From an optimization exercise on the open Yosys and OpenROAD flow, aimed at small area and a short achievable clock period; shortcuts taken in it are not production practice. The RTL was checked by simulation tests, not by an equivalence proof against the original design. Power and IR drop assume default switching activity.

==> flow/design.v (excerpt) <==
module vi_exe(
input		clk_i,
input		rsn_i,
input		kill_i,
input	[31:0]	instr_i,
input	[31:0]	pc_i,
input	[31:0]	data_a_i,
input	[31:0]	data_b_i,
input	[4:0]	write_addr_i,
input		int_write_enable_i,
output	[31:0]	exe_result_o,
output		exe_illegal_o,
output	[4:0]	mult_wr_en_o,
output	[24:0]	mult_addr_o,
output	[31:0]	mult5_data_o,
output	[31:0]	mult5_instr_o,
output	[31:0]	mult5_pc_o);
wire clr = !rsn_i || kill_i;
wire	[31:0]	d_x, d_y;
wire		d_sub, d_eq, d_sum, d_br, d_sll, d_sys, d_mul, d_illegal;
alu_decode alu_decode(
	.instr_i	(instr_i),
	.pc_i		(pc_i),
	.data_a_i	(data_a_i),
	.data_b_i	(data_b_i),
	.x_o		(d_x),
	.y_o		(d_y),
	.sub_o		(d_sub),
	.eq_o		(d_eq),
	.sum_o		(d_sum),
	.br_o		(d_br),
	.sll_o		(d_sll),
	.sys_o		(d_sys),
	.mul_o		(d_mul),
	.illegal_o	(d_illegal)
);
wire		mul_f3 = instr_i[14:12] == 3'b000;
wire	[32:0]	b_ext = {data_b_i, 1'b0};
wire	[15:0]	d_booth_one, d_booth_two, d_booth_neg;
genvar gj;
generate
	for (gj = 0; gj < 16; gj = gj + 1) begin : booth_enc
		assign d_booth_one[gj] = mul_f3 & (b_ext[2*gj+1] ^ b_ext[2*gj]);
		assign d_booth_two[gj] = mul_f3 & ((b_ext[2*gj+2] & ~b_ext[2*gj+1] & ~b_ext[2*gj]) |
		                                   (~b_ext[2*gj+2] & b_ext[2*gj+1] & b_ext[2*gj]));
		assign d_booth_neg[gj] = mul_f3 & b_ext[2*gj+2] & ~(b_ext[2*gj+1] & b_ext[2*gj]);
	end
endgenerate
reg	[31:0]	exe_instruction;
reg	[31:0]	exe_pc;
reg	[31:0]	exe_x;
reg	[31:0]	exe_y;
reg	[4:0]	exe_write_addr;
reg		exe_valid;
reg		exe_sub, exe_eq;
reg		exe_sum, exe_br, exe_sll, exe_sys, exe_mul_we, exe_ill;
reg	[15:0]	exe_booth_one, exe_booth_two, exe_booth_neg;
always @(posedge clk_i)
begin
	exe_instruction <= instr_i;
	exe_pc <= pc_i;
	exe_x <= d_x;
	exe_y <= d_y;
	exe_write_addr <= write_addr_i;
	exe_booth_one <= d_booth_one;
	exe_booth_two <= d_booth_two;
  ...
==> flow/config.mk <==
export PLATFORM = sky130hd
export DESIGN_NAME = vi_exe
export DESIGN_NICKNAME = vi_exe
export VERILOG_FILES = /design/flow/design.v
export SDC_FILE = /design/flow/constraint.sdc
export NUM_CORES = 4
export LEC_CHECK = 0
export CAP_MARGIN = 20
export CORE_MARGIN = 2
export CORE_UTILIZATION = 40
export CTS_CLUSTER_DIAMETER = 80
export CTS_CLUSTER_SIZE = 28
export SLEW_MARGIN = 20
export SYNTH_HIERARCHICAL = 1
==> flow/constraint.sdc <==
create_clock -name core_clock -period 10.0 [get_ports {clk_i}]
set_input_delay 2.0000 -clock core_clock [delete_from_list [all_inputs] [get_ports {clk_i}]]
set_output_delay 2.0000 -clock core_clock [all_outputs]
set_load 0.01 [all_outputs]
standard.sh (not shown) runs the stock make flow with config.mk's settings and CLKGATE_MAP_FILE= SYNTH_SCRIPT=/design/flow/synth_recipe.tcl, a recipe that flattens the netlist after the stock synthesis.
==> flow/flow/run.sh <==
#!/bin/bash
set -euo pipefail
export SETUP_SLACK_MARGIN=6.8
export PRE_GLOBAL_PLACE_TCL="$PWD/flow/ports.tcl"
export BUFFER_PORTS_ARGS="-inputs -buffer_cell sky130_fd_sc_hd__buf_1"
bash standard.sh > standard.log 2>&1
==> flow/flow/ports.tcl <==
# Run before global placement: buffer the outputs with buf_2 here; the flow's
# own buffer_ports call (BUFFER_PORTS_ARGS) then buffers the inputs with buf_1.
buffer_ports -outputs -buffer_cell sky130_fd_sc_hd__buf_2
The baseline went through all stages and came out clean.
Edit:
==> flow/flow/run.sh (replaced) <==
#!/bin/bash
set -euo pipefail
export SETUP_SLACK_MARGIN=6.8
export POST_GLOBAL_PLACE_TCL="$PWD/flow/ports.tcl"
export BUFFER_PORTS_ARGS="-buffer_cell sky130_fd_sc_hd__buf_2"
bash standard.sh > standard.log 2>&1
==> flow/flow/ports.tcl (replaced) <==
# Run after global placement (POST_GLOBAL_PLACE_TCL): the flow's buffer_ports
# gave every port a buf_2; the input ports' buffers become buf_1 (the
# resizer may size them up again where timing needs it).
foreach inst [get_cells input*] {
  if {[get_property [get_lib_cells -of_objects $inst] name] == "sky130_fd_sc_hd__buf_2"} {
    replace_cell $inst sky130_fd_sc_hd__buf_1
  }
}
Settings changed: CAP_MARGIN 20 to 5, SLEW_MARGIN 20 to 5.
Result:
- The changed run ran to the end with no violations
- power fell by 0.83%
- setup slack is about the same
- synthesized area is unchanged
- non-clock buffer count increases by 164
- die area stays the same
- via count came out higher by 2.5%
- final cell count climbs by 4.0%
- cell area grows by 1.9%
- combinational power increases by about 6%

---

Setup of the baseline:
Starting RTL as in the previous note.
// vi_exe
module vi_exe(
input		clk_i,
input		rsn_i,
input		kill_i,
input	[31:0]	instr_i,
input	[31:0]	pc_i,
input	[31:0]	data_a_i,
input	[31:0]	data_b_i,
input	[4:0]	write_addr_i,
input		int_write_enable_i,
output	[31:0]	exe_result_o,
output		exe_illegal_o,
output	[4:0]	mult_wr_en_o,
output	[24:0]	mult_addr_o,
output	[31:0]	mult5_data_o,
output	[31:0]	mult5_instr_o,
output	[31:0]	mult5_pc_o);
export LEC_CHECK = 0
export CAP_MARGIN = 20
export CORE_MARGIN = 2
export CORE_UTILIZATION = 40
export CTS_CLUSTER_DIAMETER = 80
export CTS_CLUSTER_SIZE = 28
export PLACE_DENSITY = 0.75
export SLEW_MARGIN = 20
export SYNTH_HIERARCHICAL = 1
create_clock -name core_clock -period 10.0 [get_ports {clk_i}]
==> flow/flow/run.sh <==
#!/bin/bash
set -euo pipefail
export SETUP_SLACK_MARGIN=6.8
export POST_GLOBAL_PLACE_TCL="$PWD/flow/ports.tcl"
export BUFFER_PORTS_ARGS="-buffer_cell sky130_fd_sc_hd__buf_2"
bash standard.sh > standard.log 2>&1
==> flow/flow/ports.tcl <==
# Run after global placement (POST_GLOBAL_PLACE_TCL): the flow's buffer_ports
# gave every port a buf_2; the input ports' buffers become buf_1 (the
# resizer may size them up again where timing needs it).
foreach inst [get_cells input*] {
  if {[get_property [get_lib_cells -of_objects $inst] name] == "sky130_fd_sc_hd__buf_2"} {
    replace_cell $inst sky130_fd_sc_hd__buf_1
  }
}
Modified inputs, the candidate compared to the baseline
# the baseline
export LEC_CHECK = 0
export CAP_MARGIN = 20
export CORE_MARGIN = 2
export CORE_UTILIZATION = 40
export CTS_CLUSTER_DIAMETER = 80
export CTS_CLUSTER_SIZE = 28
export PLACE_DENSITY = 0.75
export SLEW_MARGIN = 20
export SYNTH_HIERARCHICAL = 1
create_clock -name core_clock -period 10.0 [get_ports {clk_i}]
# the candidate
export LEC_CHECK = 0
export CAP_MARGIN = 20
export CORE_MARGIN = 2
export CORE_UTILIZATION = 40
export CTS_CLUSTER_DIAMETER = 80
export CTS_CLUSTER_SIZE = 28
export SLEW_MARGIN = 20
export SYNTH_HIERARCHICAL = 1
create_clock -name core_clock -period 10.0 [get_ports {clk_i}]
-- flow/flow/run.sh --
<<< the baseline, line 4
export POST_GLOBAL_PLACE_TCL="$PWD/flow/ports.tcl"
>>> the candidate, line 4
removed: flow/flow/ports.tcl
==> comparison <==
- Of the baseline and the candidate, the lower area of placed instances belongs to the baseline.
- Any difference in die area between the candidate and the baseline is small enough to ignore.
- Summary of the candidate over the baseline: final wirelength went up by 3.0 mm; buffer count excluding the clock tree in the final layout rose about 7%; global-route wire length before repair has increased; sequential share of layout area went down.

---

## lane 1
vi_exe again, from the RTL that the note above started with.
==> flow/config.mk <==
export PLATFORM = sky130hd
export DESIGN_NAME = vi_exe
export DESIGN_NICKNAME = vi_exe
export VERILOG_FILES = /design/flow/design.v
export SDC_FILE = /design/flow/constraint.sdc
export NUM_CORES = 4
export LEC_CHECK = 0
export CAP_MARGIN = 20
export CORE_MARGIN = 2
export CORE_UTILIZATION = 55
export CTS_CLUSTER_DIAMETER = 80
export CTS_CLUSTER_SIZE = 28
export SLEW_MARGIN = 20
export SYNTH_HIERARCHICAL = 1
==> flow/constraint.sdc <==
create_clock -name core_clock -period 10.0 [get_ports {clk_i}]
set_input_delay 2.0000 -clock core_clock [delete_from_list [all_inputs] [get_ports {clk_i}]]
set_output_delay 2.0000 -clock core_clock [all_outputs]
set_load 0.01 [all_outputs]
==> flow/flow/run.sh <==
#!/bin/bash
set -euo pipefail
export SETUP_SLACK_MARGIN=6.8
export POST_GLOBAL_PLACE_TCL="$PWD/flow/ports.tcl"
export BUFFER_PORTS_ARGS="-buffer_cell sky130_fd_sc_hd__buf_2"
bash standard.sh > standard.log 2>&1
==> flow/flow/ports.tcl <==
# Run after global placement (POST_GLOBAL_PLACE_TCL): the flow's buffer_ports
# gave every port a buf_2; the input ports' buffers become buf_1 (the
# resizer may size them up again where timing needs it).
foreach inst [get_cells input*] {
  if {[get_property [get_lib_cells -of_objects $inst] name] == "sky130_fd_sc_hd__buf_2"} {
    replace_cell $inst sky130_fd_sc_hd__buf_1
  }
}
Inputs modified between lane 1 and lane 2:
diff --git a/flow/config.mk b/flow/config.mk
--- a/flow/config.mk
+++ b/flow/config.mk
@@ -8,7 +8,8 @@
 export CAP_MARGIN = 20
 export CORE_MARGIN = 2
-export CORE_UTILIZATION = 55
-export CTS_CLUSTER_DIAMETER = 80
-export CTS_CLUSTER_SIZE = 28
+export CORE_UTILIZATION = 40
+export CTS_BUF_LIST = sky130_fd_sc_hd__clkbuf_8
+export CTS_CLUSTER_DIAMETER = 60
+export CTS_CLUSTER_SIZE = 20
 export SLEW_MARGIN = 20
 export SYNTH_HIERARCHICAL = 1
==> comparison <==
- Lane 2 ran to completion and came out clean on the timing, DRC and antenna checks.
- Looking at power share of the combinational group, lane 2 sits 0.4 points above lane 1.
- Wire length of the first global-routing pass in lane 2 vs lane 1: up 0.52%
- Lane 2 against lane 1: final cell count went up 9.7%, critical path depth went down 6, worst-case hold slack went down 0.053 ns, routed metal-1 wirelength went up 640 um.

## separate check: timing with driven ports
No port has a modelled driver above. Below, the same layouts with a new extraction and two added sets of constraints. Step 1: set_driving_cell puts a clkbuf_16 on clk_i and a buf_2 on each other input, an assumption about the parent block. Step 2, shift: input delay + t, output delay - t, t = (earliest + latest rising clock arrival at the registers) / 2. This alone moves slack from input paths to output paths. Slacks: ideal / step 1 / step 2; pairs: ideal / step 1.
run	shift t [ns]	setup WS [ns]	hold WS [ns]	pins driven straight from the clock port
the first run of note 1	0.693	6.846 / 6.812 / 6.304	0.312 / 0.312 / 0.312	1
the second run of note 1	0.678	6.847 / 6.791 / 6.241	0.291 / 0.291 / 0.291	1
the baseline	0.702	6.819 / 6.794 / 6.225	0.313 / 0.313 / 0.313	1
the candidate	0.676	6.852 / 6.800 / 6.389	0.301 / 0.301 / 0.301	1
lane 1	0.657	6.851 / 6.791 / 6.226	0.327 / 0.327 / 0.327	1
lane 2	0.780	6.768 / 6.712 / 6.180	0.274 / 0.274 / 0.274	1
After both steps every run listed still meets setup and hold. The setup slack of lane 1, which loses most, moves by -0.060 ns with the drivers and by -0.625 ns with both steps.
